Context: an optimization exercise on an open-source flow, tuned for small area, a short achievable clock period and few clock cycles. The choices shown serve that exercise and are no tape-out recipe. Function was checked by simulation only, so behaviour that the tests miss may differ from the original.

## Riscv_core
module Riscv_core
    (
        input                   clk,
        input                   rst_n,
        output  [13:0]          rom_addr,    
        input   [31:0]          inst,
        output  [31:0]          dmem_addr,   
        input   [31:0]          dmem_rdata,  
        output  [31:0]          dmem_wdata,  
        output  [3:0]           dmem_wmask   
    );
    integer     k;
    reg  [31:2] pc_f;
    reg         d_valid;
    reg  [31:0] d_ir;
    reg  [31:2] d_pc;
    reg  [31:2] e_pc;
    reg         e_pred;      
    reg         e_next;      
    reg         e_skip;      
    reg  [31:0] e_a, e_b, e_imm;
    reg  [4:0]  e_rd;
    reg  [2:0]  e_f3;
    reg         e_alt;       
    reg         e_use_b;     
    reg         e_wen, e_aluop, e_load, e_store, e_branch, e_jal, e_jalr;
    reg         e_lui, e_auipc, e_mul, e_div;
    reg  [31:0] m_val, m_wdata;
    reg  [4:0]  m_rd;
    reg  [2:0]  m_f3;
    reg         m_wen, m_load, m_neg;
    reg  [3:0]  m_wmask;
    reg  [31:0] rf [1:31];
    wire [31:0] op2   = e_use_b ? e_b : e_imm;
    wire        sub   = e_branch | (e_aluop & ((e_use_b & e_alt & (e_f3 == 3'b000)) |
                                               (e_f3 == 3'b010) | (e_f3 == 3'b011)));
    wire [32:0] sum   = {1'b0, e_a} + {1'b0, op2 ^ {32{sub}}} + {32'd0, sub};
    wire        ltu   = ~sum[32];
    wire        lts   = (e_a[31] != op2[31]) ? e_a[31] : sum[31];
    wire        eq    = (e_a == e_b);
    wire        sh_left = ~e_f3[2];
    wire        sh_fill = e_alt & e_f3[2] & e_a[31];
    reg  [31:0] sh_v, sh_out;
    always @(*) begin
        for (k = 0; k < 32; k = k + 1) sh_v[k] = sh_left ? e_a[31-k] : e_a[k];
        if (op2[4]) sh_v = {{16{sh_fill}}, sh_v[31:16]};
        if (op2[3]) sh_v = {{8{sh_fill}},  sh_v[31:8]};
        if (op2[2]) sh_v = {{4{sh_fill}},  sh_v[31:4]};
        if (op2[1]) sh_v = {{2{sh_fill}},  sh_v[31:2]};
        if (op2[0]) sh_v = {sh_fill,       sh_v[31:1]};
  ...
Size in the first run: ~1500 flip-flops, ~150 I/O pins, roughly 93000 µm² of cells after synthesis.
Settings: LEC_CHECK=0, ABC_AREA=1, CAP_MARGIN=30, CORE_MARGIN=2, CORE_UTILIZATION=40, CTS_BUF_LIST=sky130_fd_sc_hd__clkbuf_8, CTS_CLUSTER_SIZE=24, PLACE_DENSITY=0.55, SLEW_MARGIN=20, SETUP_SLACK_MARGIN=17, BUFFER_PORTS_ARGS=-buffer_cell sky130_fd_sc_hd__buf_4; clock period 24.0 ns.
standard.sh (not shown) runs the stock make flow with config.mk's settings and CLKGATE_MAP_FILE= SYNTH_SCRIPT=/design/flow/synth_recipe.tcl, a recipe that flattens the netlist after the stock synthesis.
==> flow/flow/run.sh <==
#!/bin/bash
# Standard layout, with the timing repair aiming for a setup margin and
# ordinary buffers (not delay cells) on the ports.
cp standard.sh standard_sh.txt
cp config.mk config_mk_my.txt
echo "export SETUP_SLACK_MARGIN = 17" >> config.mk
echo "export BUFFER_PORTS_ARGS = -buffer_cell sky130_fd_sc_hd__buf_4" >> config.mk
bash standard.sh > standard.log 2>&1
The first run went through all stages and came out clean.
Testbench counts at the start, summed over its fixed seeds: cycles 33,706.
Change:
Settings changed: CORE_UTILIZATION 40 to 45, PLACE_DENSITY 0.55 to 0.6.
After rerunning: Sequential share of layout area climbs by 0.51 points. Maximum frequency is about the same. Critical path depth went down by 5. Die area shrinks by about 11%. Clock skew falls by 0.019 ns. Wire length is lower by about 2%. Worst hold slack improves by 0.0095 ns. Worst setup slack degrades by 0.0044 ns. Synthesized area is unchanged.

---

== build 66 ==
Another version of the RTL of Riscv_core (not shown whole).
Size in the first run: roughly 11,000 cells after synthesis, about 1,400 flip-flops, roughly 150 I/O pins, about 92,000 um2 of cells after synthesis.
Settings: LEC_CHECK=0, ABC_AREA=1, CAP_MARGIN=30, CORE_MARGIN=2, CORE_UTILIZATION=40, CTS_BUF_LIST=sky130_fd_sc_hd__clkbuf_8, CTS_CLUSTER_SIZE=24, PLACE_DENSITY=0.55, SLEW_MARGIN=20, SETUP_SLACK_MARGIN=17.2, BUFFER_PORTS_ARGS=-buffer_cell sky130_fd_sc_hd__buf_4; clock period 24.0 ns.
==> flow/flow/run.sh <==
#!/bin/bash
# Standard layout, with the timing repair aiming for a setup margin and
# ordinary buffers (not delay cells) on the ports.
cp standard.sh standard_sh.txt
cp config.mk config_mk_my.txt
echo "export SETUP_SLACK_MARGIN = 17.2" >> config.mk
echo "export BUFFER_PORTS_ARGS = -buffer_cell sky130_fd_sc_hd__buf_4" >> config.mk
bash standard.sh > standard.log 2>&1
Build 66 finished all stages; however, its layout fails the closing checks, the failures being capacitance limit, slew limit.
Testbench counts of build 66, summed over its fixed seeds: cycles 35,921.
Inputs modified between build 66 and build 2:
diff --git a/flow/flow/run.sh b/flow/flow/run.sh
--- a/flow/flow/run.sh
+++ b/flow/flow/run.sh
@@ -4,5 +4,5 @@
 cp standard.sh standard_sh.txt
 cp config.mk config_mk_my.txt
-echo "export SETUP_SLACK_MARGIN = 17.2" >> config.mk
+echo "export SETUP_SLACK_MARGIN = 17" >> config.mk
 echo "export BUFFER_PORTS_ARGS = -buffer_cell sky130_fd_sc_hd__buf_4" >> config.mk
 bash standard.sh > standard.log 2>&1
diff --git a/flow/config.mk b/flow/config.mk
--- a/flow/config.mk
+++ b/flow/config.mk
@@ -10,8 +10,9 @@
 export CORE_MARGIN = 2
 export CORE_UTILIZATION = 40
-export CTS_BUF_LIST = sky130_fd_sc_hd__clkbuf_8
-export CTS_CLUSTER_SIZE = 24
+export CTS_BUF_LIST = sky130_fd_sc_hd__clkbuf_16
+export CTS_CLUSTER_DIAMETER = 80
+export CTS_CLUSTER_SIZE = 40
 export PLACE_DENSITY = 0.55
 export SLEW_MARGIN = 20
-export SETUP_SLACK_MARGIN = 17.2
+export SETUP_SLACK_MARGIN = 17
 export BUFFER_PORTS_ARGS = -buffer_cell sky130_fd_sc_hd__buf_4
==> comparison <==
- Build 2 finished end to end and its layout was clean on timing, DRC and antenna.
- Taking build 66 as the reference, in build 2 post-route standard cell area excluding fillers decreased by about 2.2% relative to the old numbers, number of global-route vias before repair has decreased, synthesized area closely matched the old numbers.
- Between build 66 and build 2, the area taken by flip-flops and latches figures differ only marginally.
- The endpoint of the most critical setup path comes out pc_f[25] in one run and pc_f[19] in the other, namely in build 2 and build 66 respectively.
- On multi-input logic cell count, build 66 tracks build 2 almost exactly.
- Build 2 ended up with a lower pre-CTS setup slack than build 66 did.
[inputs] build 34 vs build 2
diff --git a/flow/flow/run.sh b/flow/flow/run.sh
--- a/flow/flow/run.sh
+++ b/flow/flow/run.sh
@@ -4,5 +4,5 @@
 cp standard.sh standard_sh.txt
 cp config.mk config_mk_my.txt
-echo "export SETUP_SLACK_MARGIN = 17" >> config.mk
+echo "export SETUP_SLACK_MARGIN = 16.8" >> config.mk
 echo "export BUFFER_PORTS_ARGS = -buffer_cell sky130_fd_sc_hd__buf_4" >> config.mk
 bash standard.sh > standard.log 2>&1
diff --git a/flow/config.mk b/flow/config.mk
--- a/flow/config.mk
+++ b/flow/config.mk
@@ -10,9 +10,8 @@
 export CORE_MARGIN = 2
 export CORE_UTILIZATION = 40
-export CTS_BUF_LIST = sky130_fd_sc_hd__clkbuf_16
-export CTS_CLUSTER_DIAMETER = 80
-export CTS_CLUSTER_SIZE = 40
+export CTS_BUF_LIST = sky130_fd_sc_hd__clkbuf_8
+export CTS_CLUSTER_SIZE = 24
 export PLACE_DENSITY = 0.55
 export SLEW_MARGIN = 20
-export SETUP_SLACK_MARGIN = 17
+export SETUP_SLACK_MARGIN = 16.8
 export BUFFER_PORTS_ARGS = -buffer_cell sky130_fd_sc_hd__buf_4
### Flow results
- Looking at minimum period implied by the final worst setup slack across both flows, build 34 is the weaker of the two, with build 2 ahead.
- Summary: with build 2 as the reference, wire length on met1 in build 34 moved down by a few percent.
- Compared to build 2, build 34 shows a narrower setup margin.
- Route | build 34 vs build 2 | wire shorter in build 34
- On vias after detailed routing, build 2 beats build 34.
- Slew at the pin with the worst max-slew slack of build 34 is on par with build 2.
The inputs of build 1 differ from those of build 34 as listed below.
diff --git a/flow/flow/run.sh b/flow/flow/run.sh
--- a/flow/flow/run.sh
+++ b/flow/flow/run.sh
@@ -4,5 +4,5 @@
 cp standard.sh standard_sh.txt
 cp config.mk config_mk_my.txt
-echo "export SETUP_SLACK_MARGIN = 16.8" >> config.mk
+echo "export SETUP_SLACK_MARGIN = 17.4" >> config.mk
 echo "export BUFFER_PORTS_ARGS = -buffer_cell sky130_fd_sc_hd__buf_4" >> config.mk
 bash standard.sh > standard.log 2>&1
diff --git a/flow/config.mk b/flow/config.mk
--- a/flow/config.mk
+++ b/flow/config.mk
@@ -14,4 +14,4 @@
 export PLACE_DENSITY = 0.55
 export SLEW_MARGIN = 20
-export SETUP_SLACK_MARGIN = 16.8
+export SETUP_SLACK_MARGIN = 17.4
 export BUFFER_PORTS_ARGS = -buffer_cell sky130_fd_sc_hd__buf_4
### Flow results
- Xor and xnor fraction of the mapped netlist area came out exactly the same in build 34 and build 1.
- Between build 34 and build 1, the area fraction in and, or, nand and nor cells after synthesis does not differ in any meaningful way.
- [build 1] non-clock buffer count rose 157 relative to build 34
Edits applied to the flow inputs when going from build 1 to build 91:
diff --git a/flow/flow/run.sh b/flow/flow/run.sh
--- a/flow/flow/run.sh
+++ b/flow/flow/run.sh
@@ -4,5 +4,5 @@
 cp standard.sh standard_sh.txt
 cp config.mk config_mk_my.txt
-echo "export SETUP_SLACK_MARGIN = 17.4" >> config.mk
+echo "export SETUP_SLACK_MARGIN = 17" >> config.mk
 echo "export BUFFER_PORTS_ARGS = -buffer_cell sky130_fd_sc_hd__buf_4" >> config.mk
 bash standard.sh > standard.log 2>&1
diff --git a/flow/config.mk b/flow/config.mk
--- a/flow/config.mk
+++ b/flow/config.mk
@@ -12,6 +12,6 @@
 export CTS_BUF_LIST = sky130_fd_sc_hd__clkbuf_8
 export CTS_CLUSTER_SIZE = 24
-export PLACE_DENSITY = 0.55
+export PLACE_DENSITY = 0.7
 export SLEW_MARGIN = 20
-export SETUP_SLACK_MARGIN = 17.4
+export SETUP_SLACK_MARGIN = 17
 export BUFFER_PORTS_ARGS = -buffer_cell sky130_fd_sc_hd__buf_4
--- outcome ---
Build 91 -> stages 100% | layout checks FAIL | capacitance limit, slew limit
Build 91: wire length about 9% below build 1
Area share of xor/xnor cells in the synthesized design: build 91 vs build 1 identical
Build 1 → build 91: clock slew at the register clock pins of the worst setup and hold paths barely changed, cell area after layout fell by 2700 um2, cell count of the worst reg-to-reg path picked up an extra about 22%, die area level.
Worst setup slack after layout delta (build 91 − build 1): unfavourable
Diff build 91 and build 1: half-perimeter wire length after placement lower in build 91
met1 usage came out lower on build 91 than on build 1.

==> port drivers added, routing unchanged <==
The results above use ideal ports. As a check the final layouts listed here were re-extracted and re-timed, cells and wires unchanged. Step 1, drivers: a clkbuf_16 drives clk and a buf_2 each remaining input, both assumed. Step 2 also shifts input and output timing later by t, the mid clock arrival at the registers, as if the neighbouring blocks saw the same clock. Slacks: ideal / step 1 / step 2; pairs: ideal / step 1.
run	t, ns	slack for setup (ns)	worst hold slack (ns)	worst setup path at the end	cell pins on the clock port's net
the first run of note 1	1.133	16.944 / 16.948 / 15.840	0.331 / 0.331 / 0.331	input to register	1
the second run of note 1	1.133	16.940 / 16.980 / 15.847	0.341 / 0.341 / 0.341	input to register	1
build 66	1.149	17.064 / 17.029 / 15.968	0.331 / 0.331 / 0.331	input to register	1
build 2	0.905	16.911 / 16.954 / 16.049	0.346 / 0.346 / 0.346	input to register	1
build 34	1.130	16.907 / 16.805 / 15.907	0.306 / 0.306 / 0.306	input to register	1
build 1	1.115	17.029 / 17.026 / 16.009	0.302 / 0.302 / 0.302	input to register	1
build 91	1.147	16.671 / 16.576 / 15.975	0.278 / 0.278 / 0.278	input to register	1
The setup slack of the first run of note 1, which loses most, moves by +0.004 ns with the drivers and by -1.104 ns with both steps.
